Source: an optimization exercise on an open RTL-to-GDS flow (aim: small area). Production flows keep margins and buffers that such runs may drop. RTL that was checked went through simulation tests only; none was proved equivalent to the original. The RTL of run 2 was laid out without a check of its function. Power figures rest on the tool's default switching activity, not on a simulated workload.

## flow/design.v (module list and top-level ports; edited modules follow where they fit)
// module glyph_rom: 282 lines
// module Top_Student: 731 lines
// module oled_power_enable: 6 lines
module Top_Student (
    input clk,
    input [4:0] btn,
    input [15:0] sw,
    output [7:0] JB,
    output VGA_Hsync,
    output VGA_Vsync,
    output [11:0] VGA_RGB,
    output [13:0] led,
    output [7:0] seg,
    output [3:0] an,
    output reg [1:0] current_main_mode
);
  // ...
==> flow/run.sh <==
#!/bin/bash
# synth_recipe.tcl (not shown) runs the flow's synth.tcl, then flattens the netlist and writes it again
# the make line also repeats each setting of config.mk as NAME=value (left out here)
make -C /OpenROAD-flow-scripts/flow DESIGN_CONFIG=/design/flow/config.mk WORK_HOME=/design/flow/orfs CLKGATE_MAP_FILE= SYNTH_SCRIPT=/design/flow/synth_recipe.tcl finish
==> flow/config.mk <==
export PLATFORM = sky130hd
export DESIGN_NAME = Top_Student
export DESIGN_NICKNAME = Top_Student
export VERILOG_FILES = /design/flow/design.v
export SDC_FILE = /design/flow/constraint.sdc
export NUM_CORES = 4
export LEC_CHECK = 0
export CAP_MARGIN = 20
export CORE_MARGIN = 2
export CORE_UTILIZATION = 30
export PLACE_DENSITY = 0.4
export SLEW_MARGIN = 20
export SYNTH_MEMORY_MAX_BITS = 32768
==> flow/constraint.sdc <==
create_clock -name core_clock -period 12.0 [get_ports {clk}]
set_input_delay 2.4000 -clock core_clock [delete_from_list [all_inputs] [get_ports {clk}]]
set_output_delay 2.4000 -clock core_clock [all_outputs]
set_load 0.01 [all_outputs]
==> impl_metrics.tcl, run 1 <==
set metrics [dict create \
    synth_top_cell_by_area "dfxtp_1" \
    ir_drop_mv 0.0847 \
    critPathLaunch "hc[3]" \
    multi_input_area_share_pct 43.5 \
    synth.distinct_cells 113 \
    fp-row-count 116 \
    synth_top_area_share_pct 29.5 \
    nMultiInputCombCells 2304 \
    tightest_slew_ps 1110 \
    ctsResizeCount 0 \
    gp_congestion 0.928 \
    path_clk_slew_ps 60 \
    pg_comb_mw 0.302 \
    hold_class "reg2reg" \
    cts_setup_buffers 0 \
    synth_top_family_by_area "compound AO/OA/AOI/OAI gates" \
    r2r_slack_ps 3490 \
    status "finished clean" \
    overflow 0 \
    ys.flop_type "dfxtp_1" \
    grt_usage_pct 17.5 \
    area_delta_synth_final_pct 12.8 \
    syn-cell-area_um2 30200 \
    layout_commonest_cell "dfxtp_1" \
    place_ws_ps 3410 \
    finalPower_mw 4.66 \
    crit_end "obit" \
    synthXorXnorAreaFrac_pct 3.08 \
    ff2ff_path_depth 26 \
    grt_max_degree 43 \
    clock-root-buffer "clkbuf_16" \
    max_cap_violations 0 \
    powerDensity_nw_per_um2 137 \
    grt_antenna_before_repair 2 \
    clock_skew_ps 44.3 \
    crit_path_start_kind "flop" \
    cts_tree "built" \
    ys_seq_area_share_pct 46.0 \
    synth-compound-area-share_pct 19.4 \
]
==> inputs of run 2 (changes only) <==
--- a/flow/design.v
+++ b/flow/design.v
@@ -1,287 +1,969 @@
 module glyph_rom (
     input      [5:0] code,
     input      [2:0] row,
-    output reg [7:0] data
+    input      [2:0] col,
+    output reg       pix
 );
     always @(*) begin
-        case ({code, row})
-            9'd0: data = 8'h7C;
-            9'd1: data = 8'hC6;
-            9'd2: data = 8'hCE;
-            9'd3: data = 8'hDE;
-            9'd4: data = 8'hF6;
-            9'd5: data = 8'hE6;
-            9'd6: data = 8'h7C;
-            9'd8: data = 8'h30;
-            9'd9: data = 8'h70;
-            9'd10: data = 8'h30;
-            9'd11: data = 8'h30;
-            9'd12: data = 8'h30;
-            9'd13: data = 8'h30;
-            9'd14: data = 8'hFC;
-            9'd16: data = 8'h78;
-            9'd17: data = 8'hCC;
-            9'd18: data = 8'h0C;
-            9'd19: data = 8'h38;
-            9'd20: data = 8'h60;
-            9'd21: data = 8'hCC;
-            9'd22: data = 8'hFC;
-            9'd24: data = 8'h78;
-            9'd25: data = 8'hCC;
-            9'd26: data = 8'h0C;
-            9'd27: data = 8'h38;
-            9'd28: data = 8'h0C;
-            9'd29: data = 8'hCC;
-            9'd30: data = 8'h78;
-            9'd32: data = 8'h1C;
-            9'd33: data = 8'h3C;
-            9'd34: data = 8'h6C;
-            9'd35: data = 8'hCC;
-            9'd36: data = 8'hFE;
-            9'd37: data = 8'h0C;
-            9'd38: data = 8'h1E;
-            9'd40: data = 8'hFC;
-            9'd41: data = 8'hC0;
-            9'd42: data = 8'hF8;
-            9'd43: data = 8'h0C;
-            9'd44: data = 8'h0C;
-            9'd45: data = 8'hCC;
-            9'd46: data = 8'h78;
-            9'd48: data = 8'h38;
-            9'd49: data = 8'h60;
-            9'd50: data = 8'hC0;
-            9'd51: data = 8'hF8;
-            9'd52: data = 8'hCC;
-            9'd53: data = 8'hCC;
-            9'd54: data = 8'h78;
-            9'd56: data = 8'hFC;
-            9'd57: data = 8'hCC;
-            9'd58: data = 8'h0C;
-            9'd59: data = 8'h18;
-            9'd60: data = 8'h30;
-            9'd61: data = 8'h30;
-            9'd62: data = 8'h30;
-            9'd64: data = 8'h78;
-            9'd65: data = 8'hCC;
-            9'd66: data = 8'hCC;
-            9'd67: data = 8'h78;
-            9'd68: data = 8'hCC;
-            9'd69: data = 8'hCC;
-            9'd70: data = 8'h78;
-            9'd72: data = 8'h78;
-            9'd73: data = 8'hCC;
-            9'd74: data = 8'hCC;
-            9'd75: data = 8'h7C;
-            9'd76: data = 8'h0C;
-            9'd77: data = 8'h18;
-            9'd78: data = 8'h70;
-            9'd80: data = 8'h30;
-            9'd81: data = 8'h30;
-            9'd82: data = 8'hFC;
-            9'd83: data = 8'h30;
-            9'd84: data = 8'h30;
-            9'd88: data = 8'hFC;
-            9'd96: data = 8'h66;
-            9'd97: data = 8'h3C;
-            9'd98: data = 8'hFF;
-            9'd99: data = 8'h3C;
-            9'd100: data = 8'h66;
-            9'd104: data = 8'h06;
-            9'd105: data = 8'h0C;
-            9'd106: data = 8'h18;
-            9'd107: data = 8'h30;
-            9'd108: data = 8'h60;
-            9'd109: data = 8'hC0;
-            9'd110: data = 8'h80;
-            9'd112: data = 8'h10;
-            9'd113: data = 8'h38;
-            9'd114: data = 8'h6C;
-            9'd115: data = 8'hC6;
-            9'd120: data = 8'h7C;
-            9'd121: data = 8'hC0;
-            9'd122: data = 8'h78;
-            9'd123: data = 8'h0C;
-            9'd124: data = 8'hF8;
-            9'd128: data = 8'h78;
-            9'd129: data = 8'hCC;
-            9'd130: data = 8'hC0;
-            9'd131: data = 8'hCC;
-            9'd132: data = 8'h78;
-            9'd136: data = 8'h20;
-            9'd137: data = 8'h60;
-            9'd138: data = 8'hF8;
-            9'd139: data = 8'h60;
-            9'd140: data = 8'h60;
-            9'd141: data = 8'h68;
-            9'd142: data = 8'h30;
-            9'd144: data = 8'hE0;
-            9'd145: data = 8'h60;
-            9'd146: data = 8'h60;
-            9'd147: data = 8'h60;
-            9'd148: data = 8'h60;
-            9'd149: data = 8'h60;
-            9'd150: data = 8'hF0;
-            9'd152: data = 8'h0F;
-            9'd153: data = 8'h0C;
-            9'd154: data = 8'h0C;
-            9'd155: data = 8'h0C;
-            9'd156: data = 8'hEC;
-            9'd157: data = 8'h6C;
-            9'd158: data = 8'h3C;
-            9'd159: data = 8'h1C;
-            9'd160: data = 8'hFE;
-            9'd161: data = 8'h6C;
-            9'd162: data = 8'h6C;
-            9'd163: data = 8'h6C;
-            9'd164: data = 8'h6C;
-            9'd165: data = 8'h6C;
-            9'd168: data = 8'h78;
-            9'd169: data = 8'hCC;
-            9'd170: data = 8'hFC;
-            9'd171: data = 8'hC0;
-            9'd172: data = 8'h78;
-            9'd176: data = 8'hC0;
-            9'd177: data = 8'hC0;
-            9'd184: data = 8'hF8;
-            9'd185: data = 8'hCC;
-            9'd186: data = 8'hCC;
-            9'd187: data = 8'hCC;
-            9'd188: data = 8'hCC;
-            9'd192: data = 8'h3C;
-            9'd193: data = 8'h66;
-            9'd194: data = 8'hC0;
-            9'd195: data = 8'hC0;
-            9'd196: data = 8'hC0;
-            9'd197: data = 8'h66;
-            9'd198: data = 8'h3C;
-            9'd200: data = 8'h30;
-            9'd201: data = 8'h60;
-            9'd202: data = 8'hC0;
-            9'd203: data = 8'hC0;
-            9'd204: data = 8'hC0;
-            9'd205: data = 8'h60;
-            9'd206: data = 8'h30;
-            9'd208: data = 8'hC0;
-            9'd209: data = 8'h60;
-            9'd210: data = 8'h30;
-            9'd211: data = 8'h30;
-            9'd212: data = 8'h30;
-            9'd213: data = 8'h60;
-            9'd214: data = 8'hC0;
-            9'd216: data = 8'hF8;
-            9'd217: data = 8'h6C;
-            9'd218: data = 8'h66;
-            9'd219: data = 8'h66;
-            9'd220: data = 8'h66;
-            9'd221: data = 8'h6C;
-            9'd222: data = 8'hF8;
-            9'd224: data = 8'h60;
-            9'd225: data = 8'hF0;
-            9'd226: data = 8'hF0;
-            9'd227: data = 8'h60;
-            9'd228: data = 8'h60;
-            9'd230: data = 8'h60;
-            9'd232: data = 8'h60;
-            9'd234: data = 8'hE0;
-            9'd235: data = 8'h60;
-            9'd236: data = 8'h60;
-            9'd237: data = 8'h60;
-            9'd238: data = 8'hF0;
-            9'd240: data = 8'h78;
-            9'd241: data = 8'hCC;
-            9'd242: data = 8'hCC;
-            9'd243: data = 8'hCC;
-            9'd244: data = 8'h78;
-            9'd248: data = 8'h78;
-            9'd249: data = 8'h0C;
-            9'd250: data = 8'h7C;
-            9'd251: data = 8'hCC;
-            9'd252: data = 8'h76;
-            9'd256: data = 8'hFC;
-            9'd259: data = 8'hFC;
-            9'd264: data = 8'hFE;
-            9'd265: data = 8'h62;
-            9'd266: data = 8'h68;
-            9'd267: data = 8'h78;
-            9'd268: data = 8'h68;
-            9'd269: data = 8'h62;
-            9'd270: data = 8'hFE;
-            9'd272: data = 8'h30;
-            9'd273: data = 8'h78;
-            9'd274: data = 8'hCC;
-            9'd275: data = 8'hCC;
-            9'd276: data = 8'hFC;
-            9'd277: data = 8'hCC;
-            9'd278: data = 8'hCC;
-            9'd280: data = 8'hF0;
-            9'd281: data = 8'h60;
-            9'd282: data = 8'h60;
-            9'd283: data = 8'h60;
-            9'd284: data = 8'h62;
-            9'd285: data = 8'h66;
-            9'd286: data = 8'hFE;
-            9'd288: data = 8'hCC;
-            9'd289: data = 8'hCC;
-            9'd290: data = 8'hCC;
-            9'd291: data = 8'hCC;
-            9'd292: data = 8'hCC;
-            9'd293: data = 8'hCC;
-            9'd294: data = 8'hFC;
-            9'd296: data = 8'hFC;
-            9'd297: data = 8'hB4;
-            9'd298: data = 8'h30;
-            9'd299: data = 8'h30;
-            9'd300: data = 8'h30;
-            9'd301: data = 8'h30;
-            9'd302: data = 8'h78;
-            9'd304: data = 8'h38;
-            9'd305: data = 8'h6C;
-            9'd306: data = 8'hC6;
-            9'd307: data = 8'hC6;
-            9'd308: data = 8'hC6;
-            9'd309: data = 8'h6C;
-            9'd310: data = 8'h38;
-            9'd312: data = 8'hFC;
-            9'd313: data = 8'h66;
-            9'd314: data = 8'h66;
-            9'd315: data = 8'h7C;
-            9'd316: data = 8'h6C;
-            9'd317: data = 8'h66;
-            9'd318: data = 8'hE6;
-            9'd320: data = 8'h3C;
-            9'd321: data = 8'h66;
-            9'd322: data = 8'hC0;
-            9'd323: data = 8'hC0;
-            9'd324: data = 8'hCE;
-            9'd325: data = 8'h66;
-            9'd326: data = 8'h3E;
-            9'd328: data = 8'hFC;
-            9'd329: data = 8'h66;
-            9'd330: data = 8'h66;
-            9'd331: data = 8'h7C;
-            9'd332: data = 8'h60;
-            9'd333: data = 8'h60;
-            9'd334: data = 8'hF0;
-            9'd336: data = 8'hCC;
-            9'd337: data = 8'hCC;
-            9'd338: data = 8'hCC;
-            9'd339: data = 8'hFC;
-            9'd340: data = 8'hCC;
-            9'd341: data = 8'hCC;
-            9'd342: data = 8'hCC;
-            9'd344: data = 8'h80;
-            9'd345: data = 8'hE0;
-            9'd346: data = 8'hF8;
-            9'd347: data = 8'hFE;
-            9'd348: data = 8'hF8;
-            9'd349: data = 8'hE0;
-            9'd350: data = 8'h80;
-            default: data = 8'h00;
+        case ({code, row, col})
+            12'd2: pix = 1'b1;
+            12'd3: pix = 1'b1;
+            12'd4: pix = 1'b1;
+            12'd5: pix = 1'b1;
+            12'd6: pix = 1'b1;
+            12'd9: pix = 1'b1;
+            12'd10: pix = 1'b1;
+            12'd14: pix = 1'b1;
+            12'd15: pix = 1'b1;
+            12'd17: pix = 1'b1;
+            12'd18: pix = 1'b1;
+            12'd19: pix = 1'b1;
+            12'd22: pix = 1'b1;
+            12'd23: pix = 1'b1;
+            12'd25: pix = 1'b1;
+            12'd26: pix = 1'b1;
+            12'd27: pix = 1'b1;
+            12'd28: pix = 1'b1;
+            12'd30: pix = 1'b1;
+            12'd31: pix = 1'b1;
+            12'd33: pix = 1'b1;
+            12'd34: pix = 1'b1;
+            12'd36: pix = 1'b1;
+            12'd37: pix = 1'b1;
+            12'd38: pix = 1'b1;
+            12'd39: pix = 1'b1;
+            12'd41: pix = 1'b1;
+            12'd42: pix = 1'b1;
+            12'd45: pix = 1'b1;
+            12'd46: pix = 1'b1;
+            12'd47: pix = 1'b1;
+            12'd50: pix = 1'b1;
+            12'd51: pix = 1'b1;
+            12'd52: pix = 1'b1;
+            12'd53: pix = 1'b1;
+            12'd54: pix = 1'b1;
+            12'd68: pix = 1'b1;
+            12'd69: pix = 1'b1;
+            12'd76: pix = 1'b1;
+            12'd77: pix = 1'b1;
+            12'd78: pix = 1'b1;
+            12'd84: pix = 1'b1;
+            12'd85: pix = 1'b1;
+            12'd92: pix = 1'b1;
+            12'd93: pix = 1'b1;
+            12'd100: pix = 1'b1;
+            12'd101: pix = 1'b1;
+            12'd108: pix = 1'b1;
+            12'd109: pix = 1'b1;
+            12'd114: pix = 1'b1;
+            12'd115: pix = 1'b1;
+            12'd116: pix = 1'b1;
+            12'd117: pix = 1'b1;
+            12'd118: pix = 1'b1;
+            12'd119: pix = 1'b1;
+            12'd131: pix = 1'b1;
+            12'd132: pix = 1'b1;
+            12'd133: pix = 1'b1;
+            12'd134: pix = 1'b1;
+            12'd138: pix = 1'b1;
+            12'd139: pix = 1'b1;
+            12'd142: pix = 1'b1;
+            12'd143: pix = 1'b1;
+            12'd146: pix = 1'b1;
+            12'd147: pix = 1'b1;
+            12'd155: pix = 1'b1;
+            12'd156: pix = 1'b1;
+            12'd157: pix = 1'b1;
+            12'd165: pix = 1'b1;
+            12'd166: pix = 1'b1;
+            12'd170: pix = 1'b1;
+            12'd171: pix = 1'b1;
+            12'd174: pix = 1'b1;
+            12'd175: pix = 1'b1;
+            12'd178: pix = 1'b1;
+            12'd179: pix = 1'b1;
+            12'd180: pix = 1'b1;
+            12'd181: pix = 1'b1;
+            12'd182: pix = 1'b1;
+            12'd183: pix = 1'b1;
+            12'd195: pix = 1'b1;
+            12'd196: pix = 1'b1;
+            12'd197: pix = 1'b1;
+            12'd198: pix = 1'b1;
+            12'd202: pix = 1'b1;
+            12'd203: pix = 1'b1;
+            12'd206: pix = 1'b1;
+            12'd207: pix = 1'b1;
+            12'd210: pix = 1'b1;
+            12'd211: pix = 1'b1;
+            12'd219: pix = 1'b1;
+            12'd220: pix = 1'b1;
+            12'd221: pix = 1'b1;
+            12'd226: pix = 1'b1;
+            12'd227: pix = 1'b1;
+            12'd234: pix = 1'b1;
+            12'd235: pix = 1'b1;
+            12'd238: pix = 1'b1;
+            12'd239: pix = 1'b1;
+            12'd243: pix = 1'b1;
+            12'd244: pix = 1'b1;
+            12'd245: pix = 1'b1;
+            12'd246: pix = 1'b1;
+            12'd258: pix = 1'b1;
+            12'd259: pix = 1'b1;
+            12'd260: pix = 1'b1;
+            12'd266: pix = 1'b1;
+            12'd267: pix = 1'b1;
+            12'd268: pix = 1'b1;
+            12'd269: pix = 1'b1;
+            12'd274: pix = 1'b1;
+            12'd275: pix = 1'b1;
+            12'd277: pix = 1'b1;
+            12'd278: pix = 1'b1;
+            12'd282: pix = 1'b1;
+            12'd283: pix = 1'b1;
+            12'd286: pix = 1'b1;
+            12'd287: pix = 1'b1;
+            12'd289: pix = 1'b1;
+            12'd290: pix = 1'b1;
+            12'd291: pix = 1'b1;
+            12'd292: pix = 1'b1;
+            12'd293: pix = 1'b1;
+            12'd294: pix = 1'b1;
+            12'd295: pix = 1'b1;
+            12'd298: pix = 1'b1;
+            12'd299: pix = 1'b1;
+            12'd305: pix = 1'b1;
+            12'd306: pix = 1'b1;
+            12'd307: pix = 1'b1;
+            12'd308: pix = 1'b1;
+            12'd322: pix = 1'b1;
+            12'd323: pix = 1'b1;
+            12'd324: pix = 1'b1;
+            12'd325: pix = 1'b1;
+            12'd326: pix = 1'b1;
+            12'd327: pix = 1'b1;
+            12'd334: pix = 1'b1;
+            12'd335: pix = 1'b1;
+            12'd339: pix = 1'b1;
+            12'd340: pix = 1'b1;
+            12'd341: pix = 1'b1;
+            12'd342: pix = 1'b1;
+            12'd343: pix = 1'b1;
+            12'd346: pix = 1'b1;
+            12'd347: pix = 1'b1;
+            12'd354: pix = 1'b1;
+            12'd355: pix = 1'b1;
+            12'd362: pix = 1'b1;
+            12'd363: pix = 1'b1;
+            12'd366: pix = 1'b1;
+            12'd367: pix = 1'b1;
+            12'd371: pix = 1'b1;
+            12'd372: pix = 1'b1;
+            12'd373: pix = 1'b1;
+            12'd374: pix = 1'b1;
+            12'd387: pix = 1'b1;
+            12'd388: pix = 1'b1;
+            12'd389: pix = 1'b1;
+            12'd397: pix = 1'b1;
+            12'd398: pix = 1'b1;
+            12'd406: pix = 1'b1;
+            12'd407: pix = 1'b1;
+            12'd411: pix = 1'b1;
+            12'd412: pix = 1'b1;
+            12'd413: pix = 1'b1;
+            12'd414: pix = 1'b1;
+            12'd415: pix = 1'b1;
+            12'd418: pix = 1'b1;
+            12'd419: pix = 1'b1;
+            12'd422: pix = 1'b1;
+            12'd423: pix = 1'b1;
+            12'd426: pix = 1'b1;
+            12'd427: pix = 1'b1;
+            12'd430: pix = 1'b1;
+            12'd431: pix = 1'b1;
+            12'd435: pix = 1'b1;
+            12'd436: pix = 1'b1;
+            12'd437: pix = 1'b1;
+            12'd438: pix = 1'b1;
+            12'd450: pix = 1'b1;
+            12'd451: pix = 1'b1;
+            12'd452: pix = 1'b1;
+            12'd453: pix = 1'b1;
+            12'd454: pix = 1'b1;
+            12'd455: pix = 1'b1;
+            12'd458: pix = 1'b1;
+            12'd459: pix = 1'b1;
+            12'd462: pix = 1'b1;
+            12'd463: pix = 1'b1;
+            12'd466: pix = 1'b1;
+            12'd467: pix = 1'b1;
+            12'd475: pix = 1'b1;
+            12'd476: pix = 1'b1;
+            12'd484: pix = 1'b1;
+            12'd485: pix = 1'b1;
+            12'd492: pix = 1'b1;
+            12'd493: pix = 1'b1;
+            12'd500: pix = 1'b1;
+            12'd501: pix = 1'b1;
+            12'd515: pix = 1'b1;
+            12'd516: pix = 1'b1;
+            12'd517: pix = 1'b1;
+            12'd518: pix = 1'b1;
+            12'd522: pix = 1'b1;
+            12'd523: pix = 1'b1;
+            12'd526: pix = 1'b1;
+            12'd527: pix = 1'b1;
+            12'd530: pix = 1'b1;
+            12'd531: pix = 1'b1;
+            12'd534: pix = 1'b1;
+            12'd535: pix = 1'b1;
+            12'd539: pix = 1'b1;
+            12'd540: pix = 1'b1;
+            12'd541: pix = 1'b1;
+            12'd542: pix = 1'b1;
+            12'd546: pix = 1'b1;
+            12'd547: pix = 1'b1;
+            12'd550: pix = 1'b1;
+            12'd551: pix = 1'b1;
+            12'd554: pix = 1'b1;
+            12'd555: pix = 1'b1;
+            12'd558: pix = 1'b1;
+            12'd559: pix = 1'b1;
+            12'd563: pix = 1'b1;
+            12'd564: pix = 1'b1;
+            12'd565: pix = 1'b1;
+            12'd566: pix = 1'b1;
+            12'd579: pix = 1'b1;
+            12'd580: pix = 1'b1;
+            12'd581: pix = 1'b1;
+            12'd582: pix = 1'b1;
+            12'd586: pix = 1'b1;
+            12'd587: pix = 1'b1;
+            12'd590: pix = 1'b1;
+            12'd591: pix = 1'b1;
+            12'd594: pix = 1'b1;
+            12'd595: pix = 1'b1;
+            12'd598: pix = 1'b1;
+            12'd599: pix = 1'b1;
+            12'd602: pix = 1'b1;
+            12'd603: pix = 1'b1;
+            12'd604: pix = 1'b1;
+            12'd605: pix = 1'b1;
+            12'd606: pix = 1'b1;
+            12'd610: pix = 1'b1;
+            12'd611: pix = 1'b1;
+            12'd619: pix = 1'b1;
+            12'd620: pix = 1'b1;
+            12'd628: pix = 1'b1;
+            12'd629: pix = 1'b1;
+            12'd630: pix = 1'b1;
+            12'd644: pix = 1'b1;
+            12'd645: pix = 1'b1;
+            12'd652: pix = 1'b1;
+            12'd653: pix = 1'b1;
+            12'd658: pix = 1'b1;
+            12'd659: pix = 1'b1;
+            12'd660: pix = 1'b1;
+            12'd661: pix = 1'b1;
+            12'd662: pix = 1'b1;
+            12'd663: pix = 1'b1;
+            12'd668: pix = 1'b1;
+            12'd669: pix = 1'b1;
+            12'd676: pix = 1'b1;
+            12'd677: pix = 1'b1;
+            12'd706: pix = 1'b1;
+            12'd707: pix = 1'b1;
+            12'd708: pix = 1'b1;
+            12'd709: pix = 1'b1;
+            12'd710: pix = 1'b1;
+            12'd711: pix = 1'b1;
+            12'd769: pix = 1'b1;
+            12'd770: pix = 1'b1;
+            12'd773: pix = 1'b1;
+            12'd774: pix = 1'b1;
+            12'd778: pix = 1'b1;
+            12'd779: pix = 1'b1;
+            12'd780: pix = 1'b1;
+            12'd781: pix = 1'b1;
+            12'd784: pix = 1'b1;
+            12'd785: pix = 1'b1;
+            12'd786: pix = 1'b1;
+            12'd787: pix = 1'b1;
+            12'd788: pix = 1'b1;
+            12'd789: pix = 1'b1;
+            12'd790: pix = 1'b1;
+            12'd791: pix = 1'b1;
+            12'd794: pix = 1'b1;
+            12'd795: pix = 1'b1;
+            12'd796: pix = 1'b1;
+            12'd797: pix = 1'b1;
+            12'd801: pix = 1'b1;
+            12'd802: pix = 1'b1;
+            12'd805: pix = 1'b1;
+            12'd806: pix = 1'b1;
+            12'd833: pix = 1'b1;
+            12'd834: pix = 1'b1;
+            12'd842: pix = 1'b1;
+            12'd843: pix = 1'b1;
+            12'd851: pix = 1'b1;
+            12'd852: pix = 1'b1;
+            12'd860: pix = 1'b1;
+            12'd861: pix = 1'b1;
+            12'd869: pix = 1'b1;
+            12'd870: pix = 1'b1;
+            12'd878: pix = 1'b1;
+            12'd879: pix = 1'b1;
+            12'd887: pix = 1'b1;
+            12'd900: pix = 1'b1;
+            12'd907: pix = 1'b1;
+            12'd908: pix = 1'b1;
+            12'd909: pix = 1'b1;
+            12'd914: pix = 1'b1;
+            12'd915: pix = 1'b1;
+            12'd917: pix = 1'b1;
+            12'd918: pix = 1'b1;
+            12'd921: pix = 1'b1;
+            12'd922: pix = 1'b1;
+            12'd926: pix = 1'b1;
+            12'd927: pix = 1'b1;
+            12'd962: pix = 1'b1;
+            12'd963: pix = 1'b1;
+            12'd964: pix = 1'b1;
+            12'd965: pix = 1'b1;
+            12'd966: pix = 1'b1;
+            12'd974: pix = 1'b1;
+            12'd975: pix = 1'b1;
+            12'd979: pix = 1'b1;
+            12'd980: pix = 1'b1;
+            12'd981: pix = 1'b1;
+            12'd982: pix = 1'b1;
+            12'd986: pix = 1'b1;
+            12'd987: pix = 1'b1;
+            12'd995: pix = 1'b1;
+            12'd996: pix = 1'b1;
+            12'd997: pix = 1'b1;
+            12'd998: pix = 1'b1;
+            12'd999: pix = 1'b1;
+            12'd1027: pix = 1'b1;
+            12'd1028: pix = 1'b1;
+            12'd1029: pix = 1'b1;
+            12'd1030: pix = 1'b1;
+            12'd1034: pix = 1'b1;
+            12'd1035: pix = 1'b1;
+            12'd1038: pix = 1'b1;
+            12'd1039: pix = 1'b1;
+            12'd1046: pix = 1'b1;
+            12'd1047: pix = 1'b1;
+            12'd1050: pix = 1'b1;
+            12'd1051: pix = 1'b1;
+            12'd1054: pix = 1'b1;
+            12'd1055: pix = 1'b1;
+            12'd1059: pix = 1'b1;
+            12'd1060: pix = 1'b1;
+            12'd1061: pix = 1'b1;
+            12'd1062: pix = 1'b1;
+            12'd1093: pix = 1'b1;
+            12'd1101: pix = 1'b1;
+            12'd1102: pix = 1'b1;
+            12'd1107: pix = 1'b1;
+            12'd1108: pix = 1'b1;
+            12'd1109: pix = 1'b1;
+            12'd1110: pix = 1'b1;
+            12'd1111: pix = 1'b1;
+            12'd1117: pix = 1'b1;
+            12'd1118: pix = 1'b1;
+            12'd1125: pix = 1'b1;
+            12'd1126: pix = 1'b1;
+            12'd1131: pix = 1'b1;
+            12'd1133: pix = 1'b1;
+            12'd1134: pix = 1'b1;
+            12'd1140: pix = 1'b1;
+            12'd1141: pix = 1'b1;
+            12'd1157: pix = 1'b1;
+            12'd1158: pix = 1'b1;
+            12'd1159: pix = 1'b1;
+            12'd1165: pix = 1'b1;
+            12'd1166: pix = 1'b1;
+            12'd1173: pix = 1'b1;
+            12'd1174: pix = 1'b1;
+            12'd1181: pix = 1'b1;
+            12'd1182: pix = 1'b1;
+            12'd1189: pix = 1'b1;
+            12'd1190: pix = 1'b1;
+            12'd1197: pix = 1'b1;
+            12'd1198: pix = 1'b1;
+            12'd1204: pix = 1'b1;
+            12'd1205: pix = 1'b1;
+            12'd1206: pix = 1'b1;
+            12'd1207: pix = 1'b1;
+            12'd1216: pix = 1'b1;
+            12'd1217: pix = 1'b1;
+            12'd1218: pix = 1'b1;
+            12'd1219: pix = 1'b1;
+            12'd1226: pix = 1'b1;
+            12'd1227: pix = 1'b1;
+            12'd1234: pix = 1'b1;
+            12'd1235: pix = 1'b1;
+            12'd1242: pix = 1'b1;
+            12'd1243: pix = 1'b1;
+            12'd1250: pix = 1'b1;
+            12'd1251: pix = 1'b1;
+            12'd1253: pix = 1'b1;
+            12'd1254: pix = 1'b1;
+            12'd1255: pix = 1'b1;
+            12'd1258: pix = 1'b1;
+            12'd1259: pix = 1'b1;
+            12'd1261: pix = 1'b1;
+            12'd1262: pix = 1'b1;
+            12'd1266: pix = 1'b1;
+            12'd1267: pix = 1'b1;
+            12'd1268: pix = 1'b1;
+            12'd1269: pix = 1'b1;
+            12'd1274: pix = 1'b1;
+            12'd1275: pix = 1'b1;
+            12'd1276: pix = 1'b1;
+            12'd1281: pix = 1'b1;
+            12'd1282: pix = 1'b1;
+            12'd1283: pix = 1'b1;
+            12'd1284: pix = 1'b1;
+            12'd1285: pix = 1'b1;
+            12'd1286: pix = 1'b1;
+            12'd1287: pix = 1'b1;
+            12'd1290: pix = 1'b1;
+            12'd1291: pix = 1'b1;
+            12'd1293: pix = 1'b1;
+            12'd1294: pix = 1'b1;
+            12'd1298: pix = 1'b1;
+            12'd1299: pix = 1'b1;
+            12'd1301: pix = 1'b1;
+            12'd1302: pix = 1'b1;
+            12'd1306: pix = 1'b1;
+            12'd1307: pix = 1'b1;
+            12'd1309: pix = 1'b1;
+            12'd1310: pix = 1'b1;
+            12'd1314: pix = 1'b1;
+            12'd1315: pix = 1'b1;
+            12'd1317: pix = 1'b1;
+            12'd1318: pix = 1'b1;
+            12'd1322: pix = 1'b1;
+            12'd1323: pix = 1'b1;
+            12'd1325: pix = 1'b1;
+            12'd1326: pix = 1'b1;
+            12'd1347: pix = 1'b1;
+            12'd1348: pix = 1'b1;
+            12'd1349: pix = 1'b1;
+            12'd1350: pix = 1'b1;
+            12'd1354: pix = 1'b1;
+            12'd1355: pix = 1'b1;
+            12'd1358: pix = 1'b1;
+            12'd1359: pix = 1'b1;
+            12'd1362: pix = 1'b1;
+            12'd1363: pix = 1'b1;
+            12'd1364: pix = 1'b1;
+            12'd1365: pix = 1'b1;
+            12'd1366: pix = 1'b1;
+            12'd1367: pix = 1'b1;
+            12'd1374: pix = 1'b1;
+            12'd1375: pix = 1'b1;
+            12'd1379: pix = 1'b1;
+            12'd1380: pix = 1'b1;
+            12'd1381: pix = 1'b1;
+            12'd1382: pix = 1'b1;
+            12'd1414: pix = 1'b1;
+            12'd1415: pix = 1'b1;
+            12'd1422: pix = 1'b1;
+            12'd1423: pix = 1'b1;
+            12'd1475: pix = 1'b1;
+            12'd1476: pix = 1'b1;
+            12'd1477: pix = 1'b1;
+            12'd1478: pix = 1'b1;
+            12'd1479: pix = 1'b1;
+            12'd1482: pix = 1'b1;
+            12'd1483: pix = 1'b1;
+            12'd1486: pix = 1'b1;
+            12'd1487: pix = 1'b1;
+            12'd1490: pix = 1'b1;
+            12'd1491: pix = 1'b1;
+            12'd1494: pix = 1'b1;
+            12'd1495: pix = 1'b1;
+            12'd1498: pix = 1'b1;
+            12'd1499: pix = 1'b1;
+            12'd1502: pix = 1'b1;
+            12'd1503: pix = 1'b1;
+            12'd1506: pix = 1'b1;
+            12'd1507: pix = 1'b1;
+            12'd1510: pix = 1'b1;
+            12'd1511: pix = 1'b1;
+            12'd1538: pix = 1'b1;
+            12'd1539: pix = 1'b1;
+            12'd1540: pix = 1'b1;
+            12'd1541: pix = 1'b1;
+            12'd1545: pix = 1'b1;
+            12'd1546: pix = 1'b1;
+            12'd1549: pix = 1'b1;
+            12'd1550: pix = 1'b1;
+            12'd1558: pix = 1'b1;
+            12'd1559: pix = 1'b1;
+            12'd1566: pix = 1'b1;
+            12'd1567: pix = 1'b1;
+            12'd1574: pix = 1'b1;
+            12'd1575: pix = 1'b1;
+            12'd1577: pix = 1'b1;
+            12'd1578: pix = 1'b1;
+            12'd1581: pix = 1'b1;
+            12'd1582: pix = 1'b1;
+            12'd1586: pix = 1'b1;
+            12'd1587: pix = 1'b1;
+            12'd1588: pix = 1'b1;
+            12'd1589: pix = 1'b1;
+            12'd1604: pix = 1'b1;
+            12'd1605: pix = 1'b1;
+            12'd1613: pix = 1'b1;
+            12'd1614: pix = 1'b1;
+            12'd1622: pix = 1'b1;
+            12'd1623: pix = 1'b1;
+            12'd1630: pix = 1'b1;
+            12'd1631: pix = 1'b1;
+            12'd1638: pix = 1'b1;
+            12'd1639: pix = 1'b1;
+            12'd1645: pix = 1'b1;
+            12'd1646: pix = 1'b1;
+            12'd1652: pix = 1'b1;
+            12'd1653: pix = 1'b1;
+            12'd1670: pix = 1'b1;
+            12'd1671: pix = 1'b1;
+            12'd1677: pix = 1'b1;
+            12'd1678: pix = 1'b1;
+            12'd1684: pix = 1'b1;
+            12'd1685: pix = 1'b1;
+            12'd1692: pix = 1'b1;
+            12'd1693: pix = 1'b1;
+            12'd1700: pix = 1'b1;
+            12'd1701: pix = 1'b1;
+            12'd1709: pix = 1'b1;
+            12'd1710: pix = 1'b1;
+            12'd1718: pix = 1'b1;
+            12'd1719: pix = 1'b1;
+            12'd1731: pix = 1'b1;
+            12'd1732: pix = 1'b1;
+            12'd1733: pix = 1'b1;
+            12'd1734: pix = 1'b1;
+            12'd1735: pix = 1'b1;
+            12'd1738: pix = 1'b1;
+            12'd1739: pix = 1'b1;
+            12'd1741: pix = 1'b1;
+            12'd1742: pix = 1'b1;
+            12'd1745: pix = 1'b1;
+            12'd1746: pix = 1'b1;
+            12'd1749: pix = 1'b1;
+            12'd1750: pix = 1'b1;
+            12'd1753: pix = 1'b1;
+            12'd1754: pix = 1'b1;
+            12'd1757: pix = 1'b1;
+            12'd1758: pix = 1'b1;
+            12'd1761: pix = 1'b1;
+            12'd1762: pix = 1'b1;
+            12'd1765: pix = 1'b1;
+            12'd1766: pix = 1'b1;
+            12'd1770: pix = 1'b1;
+            12'd1771: pix = 1'b1;
+            12'd1773: pix = 1'b1;
+            12'd1774: pix = 1'b1;
+            12'd1779: pix = 1'b1;
+            12'd1780: pix = 1'b1;
+            12'd1781: pix = 1'b1;
+            12'd1782: pix = 1'b1;
+            12'd1783: pix = 1'b1;
+            12'd1797: pix = 1'b1;
+            12'd1798: pix = 1'b1;
+            12'd1804: pix = 1'b1;
+            12'd1805: pix = 1'b1;
+            12'd1806: pix = 1'b1;
+            12'd1807: pix = 1'b1;
+            12'd1812: pix = 1'b1;
+            12'd1813: pix = 1'b1;
+            12'd1814: pix = 1'b1;
+            12'd1815: pix = 1'b1;
+            12'd1821: pix = 1'b1;
+            12'd1822: pix = 1'b1;
+            12'd1829: pix = 1'b1;
+            12'd1830: pix = 1'b1;
+            12'd1845: pix = 1'b1;
+            12'd1846: pix = 1'b1;
+            12'd1861: pix = 1'b1;
+            12'd1862: pix = 1'b1;
+            12'd1877: pix = 1'b1;
+            12'd1878: pix = 1'b1;
+            12'd1879: pix = 1'b1;
+            12'd1885: pix = 1'b1;
+            12'd1886: pix = 1'b1;
+            12'd1893: pix = 1'b1;
+            12'd1894: pix = 1'b1;
+            12'd1901: pix = 1'b1;
+            12'd1902: pix = 1'b1;
+            12'd1908: pix = 1'b1;
+            12'd1909: pix = 1'b1;
+            12'd1910: pix = 1'b1;
+            12'd1911: pix = 1'b1;
+            12'd1923: pix = 1'b1;
+            12'd1924: pix = 1'b1;
+            12'd1925: pix = 1'b1;
+            12'd1926: pix = 1'b1;
+            12'd1930: pix = 1'b1;
+            12'd1931: pix = 1'b1;
+            12'd1934: pix = 1'b1;
+            12'd1935: pix = 1'b1;
+            12'd1938: pix = 1'b1;
+            12'd1939: pix = 1'b1;
+            12'd1942: pix = 1'b1;
+            12'd1943: pix = 1'b1;
+            12'd1946: pix = 1'b1;
+            12'd1947: pix = 1'b1;
+            12'd1950: pix = 1'b1;
+            12'd1951: pix = 1'b1;
+            12'd1955: pix = 1'b1;
+            12'd1956: pix = 1'b1;
+            12'd1957: pix = 1'b1;
+            12'd1958: pix = 1'b1;
+            12'd1987: pix = 1'b1;
+            12'd1988: pix = 1'b1;
+            12'd1989: pix = 1'b1;
+            12'd1990: pix = 1'b1;
+            12'd1994: pix = 1'b1;
+            12'd1995: pix = 1'b1;
+            12'd2002: pix = 1'b1;
+            12'd2003: pix = 1'b1;
+            12'd2004: pix = 1'b1;
+            12'd2005: pix = 1'b1;
+            12'd2006: pix = 1'b1;
+            12'd2010: pix = 1'b1;
+            12'd2011: pix = 1'b1;
+            12'd2014: pix = 1'b1;
+            12'd2015: pix = 1'b1;
+            12'd2017: pix = 1'b1;
+            12'd2018: pix = 1'b1;
+            12'd2020: pix = 1'b1;
+            12'd2021: pix = 1'b1;
+            12'd2022: pix = 1'b1;
+            12'd2050: pix = 1'b1;
+            12'd2051: pix = 1'b1;
+            12'd2052: pix = 1'b1;
+            12'd2053: pix = 1'b1;
+            12'd2054: pix = 1'b1;
+            12'd2055: pix = 1'b1;
+            12'd2074: pix = 1'b1;
+            12'd2075: pix = 1'b1;
+            12'd2076: pix = 1'b1;
+            12'd2077: pix = 1'b1;
+            12'd2078: pix = 1'b1;
+            12'd2079: pix = 1'b1;
+            12'd2113: pix = 1'b1;
+            12'd2114: pix = 1'b1;
+            12'd2115: pix = 1'b1;
+            12'd2116: pix = 1'b1;
+            12'd2117: pix = 1'b1;
+            12'd2118: pix = 1'b1;
+            12'd2119: pix = 1'b1;
+            12'd2121: pix = 1'b1;
+            12'd2125: pix = 1'b1;
+            12'd2126: pix = 1'b1;
+            12'd2131: pix = 1'b1;
+            12'd2133: pix = 1'b1;
+            12'd2134: pix = 1'b1;
+            12'd2139: pix = 1'b1;
+            12'd2140: pix = 1'b1;
+            12'd2141: pix = 1'b1;
+            12'd2142: pix = 1'b1;
+            12'd2147: pix = 1'b1;
+            12'd2149: pix = 1'b1;
+            12'd2150: pix = 1'b1;
+            12'd2153: pix = 1'b1;
+            12'd2157: pix = 1'b1;
+            12'd2158: pix = 1'b1;
+            12'd2161: pix = 1'b1;
+            12'd2162: pix = 1'b1;
+            12'd2163: pix = 1'b1;
+            12'd2164: pix = 1'b1;
+            12'd2165: pix = 1'b1;
+            12'd2166: pix = 1'b1;
+            12'd2167: pix = 1'b1;
+            12'd2180: pix = 1'b1;
+            12'd2181: pix = 1'b1;
+            12'd2187: pix = 1'b1;
+            12'd2188: pix = 1'b1;
+            12'd2189: pix = 1'b1;
+            12'd2190: pix = 1'b1;
+            12'd2194: pix = 1'b1;
+            12'd2195: pix = 1'b1;
+            12'd2198: pix = 1'b1;
+            12'd2199: pix = 1'b1;
+            12'd2202: pix = 1'b1;
+            12'd2203: pix = 1'b1;
+            12'd2206: pix = 1'b1;
+            12'd2207: pix = 1'b1;
+            12'd2210: pix = 1'b1;
+            12'd2211: pix = 1'b1;
+            12'd2212: pix = 1'b1;
+            12'd2213: pix = 1'b1;
+            12'd2214: pix = 1'b1;
+            12'd2215: pix = 1'b1;
+            12'd2218: pix = 1'b1;
+            12'd2219: pix = 1'b1;
+            12'd2222: pix = 1'b1;
+            12'd2223: pix = 1'b1;
+            12'd2226: pix = 1'b1;
+            12'd2227: pix = 1'b1;
+            12'd2230: pix = 1'b1;
+            12'd2231: pix = 1'b1;
+            12'd2244: pix = 1'b1;
+            12'd2245: pix = 1'b1;
+            12'd2246: pix = 1'b1;
+            12'd2247: pix = 1'b1;
+            12'd2253: pix = 1'b1;
+            12'd2254: pix = 1'b1;
+            12'd2261: pix = 1'b1;
+            12'd2262: pix = 1'b1;
+            12'd2269: pix = 1'b1;
+            12'd2270: pix = 1'b1;
+            12'd2273: pix = 1'b1;
+            12'd2277: pix = 1'b1;
+            12'd2278: pix = 1'b1;
+            12'd2281: pix = 1'b1;
+            12'd2282: pix = 1'b1;
+            12'd2285: pix = 1'b1;
+            12'd2286: pix = 1'b1;
+            12'd2289: pix = 1'b1;
+            12'd2290: pix = 1'b1;
+            12'd2291: pix = 1'b1;
+            12'd2292: pix = 1'b1;
+            12'd2293: pix = 1'b1;
+            12'd2294: pix = 1'b1;
+            12'd2295: pix = 1'b1;
+            12'd2306: pix = 1'b1;
+            12'd2307: pix = 1'b1;
+            12'd2310: pix = 1'b1;
+            12'd2311: pix = 1'b1;
+            12'd2314: pix = 1'b1;
+            12'd2315: pix = 1'b1;
+            12'd2318: pix = 1'b1;
+            12'd2319: pix = 1'b1;
+            12'd2322: pix = 1'b1;
+            12'd2323: pix = 1'b1;
+            12'd2326: pix = 1'b1;
+            12'd2327: pix = 1'b1;
+            12'd2330: pix = 1'b1;
+            12'd2331: pix = 1'b1;
+            12'd2334: pix = 1'b1;
+            12'd2335: pix = 1'b1;
+            12'd2338: pix = 1'b1;
+            12'd2339: pix = 1'b1;
+            12'd2342: pix = 1'b1;
+            12'd2343: pix = 1'b1;
+            12'd2346: pix = 1'b1;
+            12'd2347: pix = 1'b1;
+            12'd2350: pix = 1'b1;
+            12'd2351: pix = 1'b1;
+            12'd2354: pix = 1'b1;
+            12'd2355: pix = 1'b1;
+            12'd2356: pix = 1'b1;
+            12'd2357: pix = 1'b1;
+            12'd2358: pix = 1'b1;
+            12'd2359: pix = 1'b1;
+            12'd2370: pix = 1'b1;
+            12'd2371: pix = 1'b1;
+            12'd2372: pix = 1'b1;
+            12'd2373: pix = 1'b1;
+            12'd2374: pix = 1'b1;
+            12'd2375: pix = 1'b1;
+            12'd2378: pix = 1'b1;
+            12'd2380: pix = 1'b1;
+            12'd2381: pix = 1'b1;
+            12'd2383: pix = 1'b1;
+            12'd2388: pix = 1'b1;
+            12'd2389: pix = 1'b1;
+            12'd2396: pix = 1'b1;
+            12'd2397: pix = 1'b1;
+            12'd2404: pix = 1'b1;
+            12'd2405: pix = 1'b1;
+            12'd2412: pix = 1'b1;
+            12'd2413: pix = 1'b1;
+            12'd2419: pix = 1'b1;
+            12'd2420: pix = 1'b1;
+            12'd2421: pix = 1'b1;
+            12'd2422: pix = 1'b1;
+            12'd2435: pix = 1'b1;
+            12'd2436: pix = 1'b1;
+            12'd2437: pix = 1'b1;
+            12'd2442: pix = 1'b1;
+            12'd2443: pix = 1'b1;
+            12'd2445: pix = 1'b1;
+            12'd2446: pix = 1'b1;
+            12'd2449: pix = 1'b1;
+            12'd2450: pix = 1'b1;
+            12'd2454: pix = 1'b1;
+            12'd2455: pix = 1'b1;
+            12'd2457: pix = 1'b1;
+            12'd2458: pix = 1'b1;
+            12'd2462: pix = 1'b1;
+            12'd2463: pix = 1'b1;
+            12'd2465: pix = 1'b1;
+            12'd2466: pix = 1'b1;
+            12'd2470: pix = 1'b1;
+            12'd2471: pix = 1'b1;
+            12'd2474: pix = 1'b1;
+            12'd2475: pix = 1'b1;
+            12'd2477: pix = 1'b1;
+            12'd2478: pix = 1'b1;
+            12'd2483: pix = 1'b1;
+            12'd2484: pix = 1'b1;
+            12'd2485: pix = 1'b1;
+            12'd2498: pix = 1'b1;
+            12'd2499: pix = 1'b1;
+            12'd2500: pix = 1'b1;
+            12'd2501: pix = 1'b1;
+            12'd2502: pix = 1'b1;
+            12'd2503: pix = 1'b1;
+            12'd2505: pix = 1'b1;
+            12'd2506: pix = 1'b1;
+            12'd2509: pix = 1'b1;
+            12'd2510: pix = 1'b1;
+            12'd2513: pix = 1'b1;
+            12'd2514: pix = 1'b1;
+            12'd2517: pix = 1'b1;
+            12'd2518: pix = 1'b1;
+            12'd2522: pix = 1'b1;
+            12'd2523: pix = 1'b1;
+            12'd2524: pix = 1'b1;
+            12'd2525: pix = 1'b1;
+            12'd2526: pix = 1'b1;
+            12'd2530: pix = 1'b1;
+            12'd2531: pix = 1'b1;
+            12'd2533: pix = 1'b1;
+            12'd2534: pix = 1'b1;
+            12'd2537: pix = 1'b1;
+            12'd2538: pix = 1'b1;
+            12'd2541: pix = 1'b1;
+            12'd2542: pix = 1'b1;
+            12'd2545: pix = 1'b1;
+            12'd2546: pix = 1'b1;
+            12'd2549: pix = 1'b1;
+            12'd2550: pix = 1'b1;
+            12'd2551: pix = 1'b1;
+            12'd2562: pix = 1'b1;
+            12'd2563: pix = 1'b1;
+            12'd2564: pix = 1'b1;
+            12'd2565: pix = 1'b1;
+            12'd2569: pix = 1'b1;
+            12'd2570: pix = 1'b1;
+            12'd2573: pix = 1'b1;
+            12'd2574: pix = 1'b1;
+            12'd2582: pix = 1'b1;
+            12'd2583: pix = 1'b1;
+            12'd2590: pix = 1'b1;
+            12'd2591: pix = 1'b1;
+            12'd2593: pix = 1'b1;
+            12'd2594: pix = 1'b1;
+            12'd2595: pix = 1'b1;
+            12'd2598: pix = 1'b1;
+            12'd2599: pix = 1'b1;
+            12'd2601: pix = 1'b1;
+            12'd2602: pix = 1'b1;
+            12'd2605: pix = 1'b1;
+            12'd2606: pix = 1'b1;
+            12'd2609: pix = 1'b1;
+            12'd2610: pix = 1'b1;
+            12'd2611: pix = 1'b1;
+            12'd2612: pix = 1'b1;
+            12'd2613: pix = 1'b1;
+            12'd2626: pix = 1'b1;
+            12'd2627: pix = 1'b1;
+            12'd2628: pix = 1'b1;
+            12'd2629: pix = 1'b1;
+            12'd2630: pix = 1'b1;
+            12'd2631: pix = 1'b1;
+            12'd2633: pix = 1'b1;
+            12'd2634: pix = 1'b1;
+            12'd2637: pix = 1'b1;
+            12'd2638: pix = 1'b1;
+            12'd2641: pix = 1'b1;
+            12'd2642: pix = 1'b1;
+            12'd2645: pix = 1'b1;
+            12'd2646: pix = 1'b1;
+            12'd2650: pix = 1'b1;
+            12'd2651: pix = 1'b1;
+            12'd2652: pix = 1'b1;
+            12'd2653: pix = 1'b1;
+            12'd2654: pix = 1'b1;
+            12'd2661: pix = 1'b1;
+            12'd2662: pix = 1'b1;
+            12'd2669: pix = 1'b1;
+            12'd2670: pix = 1'b1;
+            12'd2676: pix = 1'b1;
+            12'd2677: pix = 1'b1;
+            12'd2678: pix = 1'b1;
+            12'd2679: pix = 1'b1;
+            12'd2690: pix = 1'b1;
+            12'd2691: pix = 1'b1;
+            12'd2694: pix = 1'b1;
+            12'd2695: pix = 1'b1;
+            12'd2698: pix = 1'b1;
+            12'd2699: pix = 1'b1;
+            12'd2702: pix = 1'b1;
+            12'd2703: pix = 1'b1;
+            12'd2706: pix = 1'b1;
+            12'd2707: pix = 1'b1;
+            12'd2710: pix = 1'b1;
+            12'd2711: pix = 1'b1;
+            12'd2714: pix = 1'b1;
+            12'd2715: pix = 1'b1;
+            12'd2716: pix = 1'b1;
+            12'd2717: pix = 1'b1;
+            12'd2718: pix = 1'b1;
+            12'd2719: pix = 1'b1;
+            12'd2722: pix = 1'b1;
+            12'd2723: pix = 1'b1;
+            12'd2726: pix = 1'b1;
+            12'd2727: pix = 1'b1;
+            12'd2730: pix = 1'b1;
+            12'd2731: pix = 1'b1;
+            12'd2734: pix = 1'b1;
+            12'd2735: pix = 1'b1;
+            12'd2738: pix = 1'b1;
+            12'd2739: pix = 1'b1;
+            12'd2742: pix = 1'b1;
+            12'd2743: pix = 1'b1;
+            12'd2759: pix = 1'b1;
+            12'd2765: pix = 1'b1;
+            12'd2766: pix = 1'b1;
+            12'd2767: pix = 1'b1;
+            12'd2771: pix = 1'b1;
+            12'd2772: pix = 1'b1;
+            12'd2773: pix = 1'b1;
+            12'd2774: pix = 1'b1;
+            12'd2775: pix = 1'b1;
+            12'd2777: pix = 1'b1;
+            12'd2778: pix = 1'b1;
+            12'd2779: pix = 1'b1;
+            12'd2780: pix = 1'b1;
+            12'd2781: pix = 1'b1;
+            12'd2782: pix = 1'b1;
+            12'd2783: pix = 1'b1;
+            12'd2787: pix = 1'b1;
+            12'd2788: pix = 1'b1;
+            12'd2789: pix = 1'b1;
+            12'd2790: pix = 1'b1;
+            12'd2791: pix = 1'b1;
+            12'd2797: pix = 1'b1;
+            12'd2798: pix = 1'b1;
+            12'd2799: pix = 1'b1;
+            12'd2807: pix = 1'b1;
+            default: pix = 1'b0;
         endcase
     end
 endmodule
 `timescale 1ns / 1ps
 module Top_Student (
     input clk,
     input [4:0] btn,
     input [15:0] sw,
@@ -350,28 +1032,27 @@
                     if (bcnt[i] != 10'd982)
                         bcnt[i] <= {bcnt[i][8:0], bcnt[i][9] ^ bcnt[i][6]};
                     else
                         bff[i] <= 1'b0;
                 end
             end
         end
     end
-    reg req, tgt, sel, sel_d;
+    reg req, tgt, sel;
     wire welcome = (current_main_mode == 2'b01);
     always @(posedge clk or posedge reset) begin
         if (reset)
             current_main_mode <= 2'b00;
         else if (current_main_mode == 2'b00)
             current_main_mode <= 2'b01;
         else if (welcome && req)
             current_main_mode <= {1'b1, tgt};
     end
     always @(posedge clk) begin
-        sel_d <= sel;
         if (welcome && bout[0])
             tgt <= sel;
         if (reset) begin
             req <= 1'b0;
             sel <= 1'b0;
         end else begin
             req <= welcome & (req | bout[0]);
             if (welcome) begin
@@ -554,62 +1235,58 @@
     reg       complete;
     wire [1:0] kn_s = nchars(kcode);
     wire       s_fits = (kn_s == 2'd2) ? (len < 7'd62) : (kn_s == 2'd1) ? (len < 7'd63) : (len < 7'd64);
     wire       s_ctrl = (kcode == 5'd23) || (kcode == 5'd24) || (kcode == 5'd27);
     wire       s_app = kv_d & ~s_ctrl & s_fits;
     reg [5:0] rr;
     reg [4:0] ring [0:63];
     reg       pv;
-    reg [5:0] pbase;
-    reg [4:0] pk;
-    reg [1:0] pn;
     reg [7:0] plife;
     always @(posedge clk) begin
         if (reset) begin
             pv <= 1'b0;
         end else if (s_app) begin
             pv    <= 1'b1;
-            pbase <= len[5:0];
-            pk    <= kcode;
-            pn    <= kn_s;
             plife <= 8'd0;
         end else if (pv) begin
             plife <= plife + 8'd1;
             if (plife == 8'd255)
                 pv <= 1'b0;
         end
     end
-    function [4:0] pchar;
+    function [4:0] echar;
         input [4:0] k;
-        input [1:0] o;
-        pchar = (o == 2'd0) ? k : (o == 2'd1) ? char1(k) : char2(k);
+        input [1:0] e;
+        echar = (e == 2'd2) ? k :
+                (e == 2'd1) ? ((nchars(k) == 2'd2) ? char1(k) : k) :
+                (nchars(k) == 2'd0) ? k : (k == 5'd16) ? 5'd15 : 5'd23;
     endfunction
-    wire [5:0] w_off = ~rr - pbase;                     
-    wire       ring_wr = pv && (w_off <= {4'd0, pn});
+    wire [5:0] w_e = len[5:0] + rr;                     
+    wire       ring_wr = pv && (w_e <= {4'd0, kn_s});
     always @(posedge clk) begin
         rr <= rr + 6'd1;
         for (i = 63; i > 0; i = i - 1)
             ring[i] <= ring[i - 1];
-        ring[0] <= ring_wr ? pchar(pk, w_off[1:0]) : ring[63];
+        ring[0] <= ring_wr ? echar(kcode, w_e[1:0]) : ring[63];
     end
     wire [9:0] tx = hc - 10'd69;
     wire [5:0] ci = tx[8:3];
     wire [5:0] cn = ci + 6'd1;
     wire       cap = (~rr[4:0] == cn[4:0]);
     wire [4:0] capv = (~rr[5] == cn[5]) ? ring[63] : ring[31];
     reg  [4:0] nxt, cur;
     always @(posedge clk) begin
         if (cap)
             nxt <= capv;
         if (ph0 && tx[2:0] == 3'd7)
             cur <= cap ? capv : nxt;
     end
-    wire [5:0] r_off = ci - pbase;
-    wire [4:0] sval = (pv && r_off <= {4'd0, pn}) ? pchar(pk, r_off[1:0]) : cur;
+    wire [5:0] r_e = len[5:0] - 6'd1 - ci;
+    wire [4:0] sval = (pv && r_e <= {4'd0, kn_s}) ? echar(kcode, r_e[1:0]) : cur;
     always @(posedge clk) begin
         if (reset) begin
             kv_d     <= 1'b0;
             len      <= 7'd0;
             complete <= 1'b0;
         end else begin
             kv_d <= kvalid;
             if (kv_d) begin
@@ -899,17 +1576,16 @@
     wire wr1 = yb1 && (hc >= 10'd296) && (hc < 10'd344);
     wire wr2 = yb2 && (hc >= 10'd280) && (hc < 10'd360);
     wire wa3 = yb3 && (hc >= 10'd272) && (hc < 10'd280);
     wire wr3 = yb3 && (hc >= 10'd280) && (hc < 10'd360);
     wire wa4 = yb4 && (hc >= 10'd284) && (hc < 10'd292);
     wire wr4 = yb4 && (hc >= 10'd292) && (hc < 10'd348);
     wire wtext = wr1 | wr2 | wr3 | wr4;
     wire wreg_s  = wtext | (~sel & wa3)   | (sel & wa4);
-    wire wreg_sd = wtext | (~sel_d & wa3) | (sel_d & wa4);
     wire [9:0] w1x = hc - 10'd296;
     wire [9:0] w2x = hc - 10'd280;
     wire [9:0] w4x = hc - 10'd292;
     reg [5:0] wel_code;
     always @(*) begin
         wel_code = CH_BLANK;
         if (wr1) begin
             case (w1x[5:3])
@@ -939,39 +1615,37 @@
                 3'd4:       wel_code = CH_H;
                 default:    wel_code = CH_E;
             endcase
         end
     end
     wire [2:0] wel_row = yb4 ? (vc[2:0] ^ 3'd4) : vc[2:0];
     wire [2:0] wcol_next = (hc[2:0] + 3'd1) ^ (yb4 ? 3'd4 : 3'd0);
     wire [2:0] wel_bit = 3'd0 - wcol_next;
-    wire [5:0] r_code = ph1 ? calc_code : ph2 ? wel_code : a_code;
-    wire [2:0] r_row  = ph1 ? calc_row  : ph2 ? wel_row  : a_row;
-    wire [2:0] r_bit  = ph1 ? (3'd7 - tx[2:0]) : ph2 ? wel_bit : (3'd7 - d_fcol);
-    wire [7:0] r_data;
+    wire [5:0] r_code = ph1 ? calc_code : ph3 ? a_code : wel_code;
+    wire [2:0] r_row  = ph1 ? calc_row  : ph3 ? a_row  : wel_row;
+    wire [2:0] r_bit  = ph1 ? (3'd7 - tx[2:0]) : ph3 ? (3'd7 - d_fcol) : wel_bit;
+    wire r_pix;
     glyph_rom glyph_rom_inst (
         .code(r_code),
         .row(r_row),
-        .data(r_data)
+        .col(r_bit),
+        .pix(r_pix)
     );
-    wire r_pix = r_data[r_bit];
     reg t_pix;         
-    reg w_pix, w_pix0;
+    reg w_pix;
     always @(posedge clk) begin
         if (ph1) t_pix <= r_pix;
-        if (ph2) begin
-            w_pix  <= r_pix;
-            w_pix0 <= r_data[0];
-        end
+        if (ph2)
+            w_pix <= r_pix;
         if (ph3) obit <= d_cursor | (d_in_input & r_pix) | (d_in_kp & (d_selcell ^ r_pix));
     end
     reg w_on;
     always @(posedge clk)
-        w_on <= wreg_s & (wreg_sd ? w_pix : w_pix0);
+        w_on <= wreg_s & w_pix;
     localparam [2:0] C_BLACK = 3'd0, C_WHITE = 3'd1, C_RED = 3'd2,
                      C_GREEN = 3'd3, C_GRAY = 3'd4, C_LBLUE = 3'd5;
     wire rows_txt = (vc >= 10'd41) && (vc < 10'd49);
     wire render   = rows_txt && t_before_len;
     wire cur_here = vis && complete && rows_txt && (tx[2:0] == 3'd0) && (tx[9:3] == len);
     wire in_xbox  = (hc >= 10'd61) && (hc <= 10'd581);
     wire in_box   = in_xbox && (vc >= 10'd25) && (vc <= 10'd65);
     wire border   = (vc == 10'd25) || (vc == 10'd65) || (hc == 10'd61) || (hc == 10'd581);
==> flow/config.mk (replaced) <==
export PLATFORM = sky130hd
export DESIGN_NAME = Top_Student
export DESIGN_NICKNAME = Top_Student
export VERILOG_FILES = /design/flow/design.v
export SDC_FILE = /design/flow/constraint.sdc
export NUM_CORES = 4
export LEC_CHECK = 0
export CAP_MARGIN = 20
export CORE_MARGIN = 2
export CORE_UTILIZATION = 30
export CTS_BUF_LIST = sky130_fd_sc_hd__clkbuf_4
export PLACE_DENSITY = 0.4
export SLEW_MARGIN = 20
export SYNTH_MEMORY_MAX_BITS = 32768
==> impl_metrics.tcl, run 2 <==
set metrics [dict create \
    status "finished clean" \
    p_switching_mw 1.09 \
    die_y_um 315 \
    sw_frac_of_total_pct 25.7 \
    hold_buffers 0 \
    yosys-top-cells-area "dfxtp_1, edfxtp_1, ha_1" \
    vias 23600 \
    fp-row-count 113 \
    ys.flop_type "dfxtp_1" \
    pwr-share-comb_pct 7.1 \
    cp_data_required_time_ps 12740 \
    slew_headroom_pct 30.3 \
    grt_pass1_wl_um 132000 \
    critPathMaxFanout 13 \
    cp_slowest_cell "ha_1" \
    rsz0062_at_grt "false" \
    first_iter_violations 1991 \
    yosysMostFrequentCell "dfxtp_1" \
    powerDensity_nw_per_um2 130 \
    ir_drop_mv 0.0848 \
    largest_reg_flops 320 \
    fmax_ghz 0.112 \
    max_cap_violations 0 \
    cts_tree "built" \
    hold_class "reg2reg" \
    clkPwrFrac_pct 42.6 \
    overflow 0 \
    syn-cell-area_um2 29000 \
    layout_commonest_cell "dfxtp_1" \
    crit_buf_inv 7 \
    firstDrtPassIters 6 \
    area_delta_synth_final_pct 12.4 \
    grt_antenna_before_repair 2 \
    syn_area_per_cell_um2 9.31 \
    gp_congestion 0.889 \
    ys_seq_area_share_pct 46.4 \
    cp_common_cell "ha_1" \
    final_antenna_net_count 0 \
    clock-root-buffer "clkbuf_4" \
    cts_setup_buffers 0 \
    place.port_buffers 43 \
    wl_per_cell_um 18.6 \
    die_w_um 315 \
    clockBufferDepth 3 \
    core_um2 95300 \
    tightest_slew_ps 1050 \
    nets 3354 \
    fin_setup_tns_ps 0 \
    cts_buffers 163 \
    p_int_mw 3.14 \
    path_clk_slew_ps 60 \
    hold_viol 0 \
    drive_above_1_share_pct 11.3 \
    syn-instance-count 3114 \
    clock_skew_ps 54.2 \
    boundaryPins 72 \
    drt_wl_total_um 84800 \
    synth.distinct_cells 101 \
    period_needed_ps 8900 \
    clock_sinks 601 \
    synth_commonest_cells "dfxtp_1, nor2_1, nand2_1, a21oi_1, o21ai_0" \
    sequentialPowerShare_pct 50.3 \
    ctsResizeCount 0 \
    worstPathArrival_ps 9650 \
    dieArea_um2 99100 \
    avgViaCountPerCell 5.16 \
    crit_path_start_kind "flop" \
    synth_edf_count 128 \
    drc 0 \
    end_kind "flop" \
    synth_seq_cells 601 \
    htree_levels 4 \
    synth_top_cell_by_area "dfxtp_1" \
    setup_viol 0 \
    critPathTopFamily "compound AO/OA/AOI/OAI gates" \
    grt_max_degree 41 \
    dp_hpwl_um 58500 \
    clock_latency_ps 1010 \
    synthArstFlopShare_pct 4.83 \
    synth_top_area_share_pct 30.7 \
    layout_common_cells "dfxtp_1, nor2_1, clkbuf_4" \
    reg_top3 "ring (320), bcnt (50), kbuf (50)" \
    dp_cells 4274 \
    synth_warnings 5 \
    regMostFlops "ring" \
    path_class "reg2reg" \
    grt_pass1_vias 23100 \
    post-route-period-util_pct 74.2 \
    total_leakage_power_nw 12.5 \
    cpPeakStageDelay_ps 520 \
    drv_slew 0 \
    grt_usage_pct 17.0 \
    start_util_pct 30.4 \
    layout.cells.non_filler 4564 \
]
run 2: worst reg2reg max path: cells and delay by family, from the launching register on:
family	cells	cell delay, ps
buffers and inverters	7	1140
AOI/OAI and AO/OA	17	3640
DFF	1	400
adders and majority gates	5	2040
and+or+nand+nor	7	1450
run 2: worst paths after layout:
path / from / end / slack (ps) / cells past startpoint
worst max-delay path: st[0] / obit / 3100 / 36
worst min-delay path: ring[15][3] / ring[16][3] / 280 / 0
worst max register to register: st[0] / obit / 3100 / 36
worst min register to register: ring[15][3] / ring[16][3] / 280 / 0
max in group asynchronous: sw[15] / vc[2] / 9780 / 2
min in group asynchronous: sw[15] / hc[1] / 1350 / 1
run 2: power groups by stage:
stage	Clock [mW]	Sequential, mW	Combinational (mW)
global route	2.01	2.13	0.333
global placement	0	2.17	0.295
detailed placement	0	2.17	0.299
CTS	1.90	2.13	0.301
floorplan	0	2.16	0.206
finish	1.80	2.13	0.300
run 2: metal layers:
| metal | share of wire (%) | wire (um) | vias to the layer above | global-route usage, % |
|---|---|---|---|---|
| li1 | - | - | 11400 | - |
| met1 | 48 | 40300 | 11300 | 23.2 |
| met2 | 44 | 37600 | 706 | 26.1 |
| met3 | 5.2 | 4440 | 171 | 3.30 |
| met4 | 2.9 | 2470 | 0 | 7.00 |
| met5 | 0 | 0 | - | 0 |
run 2: metrics by stage:
stage | worst slack (ps) | power [mW] | util [%] | instance area, um^2 | hold slack, ps
global placement | 3210 | 2.47 | 32.0 | 30500 | 310
finish | 3100 | 4.23 | 34.2 | 32600 | 278
floorplan | 4740 | 2.37 | - | 29000 | 310
global route | 2560 | 4.47 | 34.2 | 32600 | 280
CTS | 3120 | 4.33 | 34.2 | 32500 | 261
detailed placement | 3150 | 2.47 | 32.0 | 30500 | 312
run 2: kinds of logic (layout without fill, tap and decap cells):
kind of cell | after synthesis | after routing | synth area share, %
AO/OA/AOI/OAI | 775 | 775 | 17.9
XOR/XNOR | 119 | 119 | 3.60
AND/OR/NAND/NOR | 1057 | 1057 | 18.0
flip-flops | 601 | 601 | 46.4
other | 2 | 22 | 0.0259
multiplexers | 56 | 56 | 2.01
buffers and inverters | 346 | 511 | 4.99
adder cells (fa/ha/maj) | 158 | 158 | 7.06
run 2: area by class of cell:
| class | instances | area, um^2 |
|---|---|---|
| Tap cell | 1265 | 1580 |
| Multi-Input combinational cell | 2178 | 14100 |
| Sequential cell | 601 | 13500 |
| Timing Repair Buffer | 89 | 773 |
| Fill cell | 9877 | 62700 |
| Clock inverter | 41 | 273 |
| Inverter | 141 | 529 |
| Antenna cell | 9 | 22.5 |
| Clock buffer | 240 | 1800 |

-- static timing again, ports no longer ideal --
In the flow no input, the clock included, has a driving cell. The finished layouts below were timed again as built, in two steps. Step 1 (the two cells are an assumption about what drives the block):
set clk [get_ports {clk}]
set_driving_cell -lib_cell sky130_fd_sc_hd__clkbuf_16 $clk
set_driving_cell -lib_cell sky130_fd_sc_hd__buf_2 [delete_from_list [all_inputs] $clk]
Step 2 also shifts input and output timing later by t, the mid clock arrival at the registers, as if the neighbouring blocks saw the same clock. a / b / c = ideal / step 1 / step 2; a / b = the first two.
| run | shift t [ns] | setup slack, ns | slew at the worst register clock pin (ns) | worst slew at a driven data input, ns |
|---|---|---|---|---|
| run 1 | 0.682 | 3.486 / 3.486 / 3.486 | 0.06 / 0.06 | 0.03 |
| run 2 | 1.047 | 3.095 / 3.095 / 3.095 | 0.07 / 0.07 | 0.03 |
After both steps every run listed still meets setup and hold.
